What follows belongs to an exercise in optimizing a design on an open flow for small area, a short achievable clock period and few clock cycles; a production flow would make more cautious choices.
In this exercise RTL edits were held to simulation tests only and were not proved equivalent to the original.
Power is estimated from default activity; no workload was simulated.

## milestone1
module milestone1 (
		input logic clock,
		input logic Resetn,
		input logic Enable,
		output	logic [17:0] SRAM_address,
		output 	logic [15:0] SRAM_write_data,
		output	logic SRAM_we_n,
		input		logic [15:0] SRAM_read_data,
		output   logic M1_end
);
For scale: roughly 2000 cells after synthesis, ~310 flip-flops.
==> flow/config.mk <==
export PLATFORM = sky130hd
export DESIGN_NAME = milestone1
export DESIGN_NICKNAME = milestone1
export VERILOG_FILES = /design/flow/design.v
export SDC_FILE = /design/flow/constraint.sdc
export NUM_CORES = 4
export LEC_CHECK = 0
export CAP_MARGIN = 20
export CORE_MARGIN = 2
export CORE_UTILIZATION = 40
export CTS_CLUSTER_DIAMETER = 120
export CTS_CLUSTER_SIZE = 22
export SLEW_MARGIN = 20
==> flow/constraint.sdc <==
create_clock -name core_clock -period 20.0 [get_ports {clock}]
set_input_delay 4.0000 -clock core_clock [delete_from_list [all_inputs] [get_ports {clock}]]
set_output_delay 4.0000 -clock core_clock [all_outputs]
set_load 0.01 [all_outputs]
standard.sh (not shown) runs the stock make flow with config.mk's settings and CLKGATE_MAP_FILE= SYNTH_SCRIPT=/design/flow/synth_recipe.tcl, a recipe that flattens the netlist after the stock synthesis.
==> flow/flow/run.sh <==
#!/bin/bash
# Standard layout, with the port buffers made from buf_4 cells instead of the
# default delay-buffer cells, and timing repair aiming at a 15 ns setup margin.
export BUFFER_PORTS_ARGS="-buffer_cell sky130_fd_sc_hd__buf_4"
export SETUP_SLACK_MARGIN=15
bash standard.sh > standard.log 2>&1
Testbench counts at the start, summed over its fixed seeds: cycles 774,748.
Rerun with:
--- a/flow/config.mk
+++ b/flow/config.mk
@@ -11,2 +11,2 @@
-export CTS_CLUSTER_DIAMETER = 120
-export CTS_CLUSTER_SIZE = 22
+export CTS_BUF_LIST = sky130_fd_sc_hd__clkbuf_8
+export CTS_CLUSTER_SIZE = 30
Global-route usage grows by 0.33 points; clock skew grows by 11 ps; total power grows by 17%; die area stays the same.
Rerun with:
==> flow/flow/run.sh (replaced) <==
#!/bin/bash
# Standard layout, with the port buffers made from buf_2 cells instead of the
# default delay-buffer cells, and timing repair aiming at a 14.9 ns setup margin.
export BUFFER_PORTS_ARGS="-buffer_cell sky130_fd_sc_hd__buf_2"
export SETUP_SLACK_MARGIN=14.9
bash standard.sh > standard.log 2>&1
--- a/flow/config.mk
+++ b/flow/config.mk
@@ -11,2 +11,2 @@
-export CTS_BUF_LIST = sky130_fd_sc_hd__clkbuf_8
-export CTS_CLUSTER_SIZE = 30
+export CTS_CLUSTER_DIAMETER = 120
+export CTS_CLUSTER_SIZE = 22
What happened: Final cell count drops by about 2.4%. Combinational power is lower by about 7%. Total power shrinks by about 15%. Critical path depth does not change. Maximum frequency rose by about 1.5%. Clock-buffer cell count shrinks by 32. Sequential power shrinks by about 1%. Worst setup slack gains 76 ps. Sequential cell count does not change. Die area is unchanged. Global-route usage is lower by 0.64 points.
Rerun with:
==> flow/flow/run.sh (replaced) <==
#!/bin/bash
# Standard layout, with the port buffers made from buf_4 cells instead of the
# default delay-buffer cells, and timing repair aiming at a 15 ns setup margin.
export BUFFER_PORTS_ARGS="-buffer_cell sky130_fd_sc_hd__buf_4"
export SETUP_SLACK_MARGIN=15
bash standard.sh > standard.log 2>&1
--- a/flow/config.mk
+++ b/flow/config.mk
@@ -11,2 +10,0 @@
-export CTS_CLUSTER_DIAMETER = 120
-export CTS_CLUSTER_SIZE = 22
After rerunning:
- sequential power rose slightly
- clock-buffer cell count is higher by 14
- total power rose by about a fifth
- combinational power increases by a little under a tenth
- die area does not change
- fmax barely changes
- cell area climbs by a few percent
- clock skew hardly moves
- area after synthesis does not change


## yarrow
milestone1, a different RTL version from the one above (not shown whole).
Size in the first run: about 300 flip-flops, about 55 I/O pins, roughly 21000 um^2 of cells after synthesis.
Design milestone1, start of the top module:
module milestone1 (
		input logic clock,
		input logic Resetn,
		input logic Enable,
		output	logic [17:0] SRAM_address,
		output 	logic [15:0] SRAM_write_data,
		output	logic SRAM_we_n,
		input		logic [15:0] SRAM_read_data,
		output   logic M1_end
);
Settings: LEC_CHECK=0, CAP_MARGIN=20, CORE_MARGIN=2, CORE_UTILIZATION=40, CTS_CLUSTER_DIAMETER=120, CTS_CLUSTER_SIZE=22, SLEW_MARGIN=20; clock period 20.0 ns.
==> flow/flow/run.sh <==
#!/bin/bash
# Standard layout, with the port buffers made from buf_2 cells instead of the
# default delay-buffer cells, and timing repair aiming at a 15.0 ns setup margin.
export BUFFER_PORTS_ARGS="-buffer_cell sky130_fd_sc_hd__buf_2"
export SETUP_SLACK_MARGIN=15.0
bash standard.sh > standard.log 2>&1
Testbench counts of yarrow, summed over its fixed seeds: cycles 775,708.
Changes in fjord relative to yarrow:
==> flow/flow/run.sh <==
#!/bin/bash
# Standard layout, with the port buffers made from buf_2 cells instead of the
# default delay-buffer cells.
export BUFFER_PORTS_ARGS="-buffer_cell sky130_fd_sc_hd__buf_2"
bash standard.sh > standard.log 2>&1
==> comparison <==
- Compared with yarrow, the router placed fewer vias in fjord.
- Against yarrow, fjord comes in 2.2 points lower on worst max-slew margin expressed relative to the limit.
- For the fraction of area in non-clock buffers, fjord came in 0.55 points lower than yarrow did.
- Compared with yarrow, fjord shows a lower area added between synthesis and finish.
- Between fjord and yarrow, the cell count figures differ only marginally.
- A last element of the critical path of M1_end is what yarrow shows, while f_hb[1]$_DFF_P_ belongs to fjord.
- NOTE: post-route cell area in fjord falls short of that of yarrow
- Area of all sequential standard cells of yarrow is on par with fjord.
- Cmp fjord vs yarrow: hold slack lower in fjord
[inputs] willow vs fjord
- PLACE_DENSITY: unset -> 0.85
==> flow/flow/run.sh <==
#!/bin/bash
# Standard layout, with the port buffers made from buf_2 cells instead of the
# default delay-buffer cells, and timing repair aiming at a 14.9 ns setup margin.
export BUFFER_PORTS_ARGS="-buffer_cell sky130_fd_sc_hd__buf_2"
export SETUP_SLACK_MARGIN=14.9
bash standard.sh > standard.log 2>&1
[summary]
- ~same post-synthesis to final-layout area growth in willow and fjord
- The critical path's slowest cell comes out sky130_fd_sc_hd__edfxtp_1 in one run and sky130_fd_sc_hd__fa_1 in the other, namely in willow and fjord respectively.
- Going from fjord to willow, endpoint required time on the critical path moved down; maximum frequency moved up; number of global-route vias before repair moved up; number of non-clock buffers in the layout moved down; clock latency of the later-clocked register in the worst-skew pair level.
- Looking at clock skew across both flows, willow is the stronger of the two, with fjord trailing.
--- input diff willow..cedar ---
- PLACE_DENSITY removed (was 0.85)
- TNS_END_PERCENT newly set to 20
Results
- Looking at cedar and willow, the utilization is a wash.
- Headroom to the max-slew limit was lower in willow than in cedar.
- Going from willow to cedar, number of clock buffers in the layout now larger, via density per instance now smaller, fraction of met1 tracks used by global routing now larger, sum of internal, switching and leakage power now larger.
- cedar against willow: design area increased 73 um^2, global-route usage now larger.
- Side by side, clock skew turned out higher in cedar than in willow.
- Looking at switching part of the total, cedar sits 1.1 points higher than willow does.
- Comparing cedar against willow, there is no change at all in final count of pins violating max slew.
Setup changes, cedar to tundra
- a deleted TNS_END_PERCENT that had been 20
==> flow/flow/run.sh <==
#!/bin/bash
# Standard layout, with buf_2 port buffers, timing repair aiming at a 14.9 ns
# setup margin, and balanced clock tree levels.
export BUFFER_PORTS_ARGS="-buffer_cell sky130_fd_sc_hd__buf_2"
export SETUP_SLACK_MARGIN=14.9
export CTS_ARGS="-sink_clustering_enable -repair_clock_nets -sink_clustering_size 22 -sink_clustering_max_diameter 120 -balance_levels -num_static_layers 1"
bash standard.sh > standard.log 2>&1
==> comparison <==
- Vias: tundra fewer than cedar
- tundra vs. cedar: share of the clock period used by the worst path after layout ~0 delta, worst setup skew after layout moved down, minimum period implied by the final worst setup slack shows an increase of 0.0064 ns, clock power share shows no meaningful change.
Inputs modified between tundra and pepper:
==> flow/flow/run.sh <==
#!/bin/bash
# Standard layout, with buf_2 port buffers, timing repair aiming at a 14.9 ns
# setup margin, and two-level sink clustering in the clock tree.
export BUFFER_PORTS_ARGS="-buffer_cell sky130_fd_sc_hd__buf_2"
export SETUP_SLACK_MARGIN=14.9
export CTS_ARGS="-sink_clustering_enable -repair_clock_nets -sink_clustering_size 22 -sink_clustering_max_diameter 120 -sink_clustering_levels 2"
bash standard.sh > standard.log 2>&1
## What came out
- Side by side, via count turned out higher in pepper than in tundra.
- Looking at worst setup slack across both flows, pepper is the stronger of the two, with tundra trailing.
- NOTE first-iteration DRC count tundra->pepper decreased by a few percent
- The total design power was comparable across pepper and tundra.
- Wire length of the first global-routing pass delta (pepper -> tundra): insignificant
- Post-DP HPWL: tundra vs pepper identical
- The higher relative max-transition margin came out of tundra.
- Smallest hold slack delta (tundra -> pepper): insignificant

## port drivers added, routing unchanged
How much do the figures lean on ideal ports? The routed layouts below were timed once more, with nothing changed but the port constraints.
Step 1 sets driving cells, clkbuf_16 on the clock port and buf_2 on the other inputs (assumed; they add their load-dependent delay and slew).
Step 2 also shifts input and output timing later by t, the mid clock arrival at the registers, as if the neighbouring blocks saw the same clock.
Slacks: ideal / step 1 / step 2; pairs: ideal / step 1.
run	shift t [ns]	setup WS [ns]	worst register clock-pin slew, ns
the first run of note 1	0.591	14.919 / 14.864 / 15.111	0.10 / 0.10
the second run of note 1	0.689	14.837 / 14.783 / 15.099	0.07 / 0.07
the third run of note 1	0.605	14.913 / 14.851 / 15.092	0.10 / 0.10
the fourth run of note 1	0.611	14.920 / 14.861 / 15.098	0.07 / 0.07
yarrow	0.585	14.947 / 14.887 / 14.789	0.10 / 0.10
fjord	0.593	14.890 / 14.872 / 14.713	0.10 / 0.10
willow	0.585	14.918 / 14.864 / 14.733	0.09 / 0.09
cedar	0.594	14.929 / 14.871 / 14.722	0.10 / 0.10
tundra	0.605	14.923 / 14.865 / 14.723	0.10 / 0.10
pepper	0.594	14.929 / 14.871 / 14.722	0.10 / 0.10
After both steps every run listed still meets setup and hold.
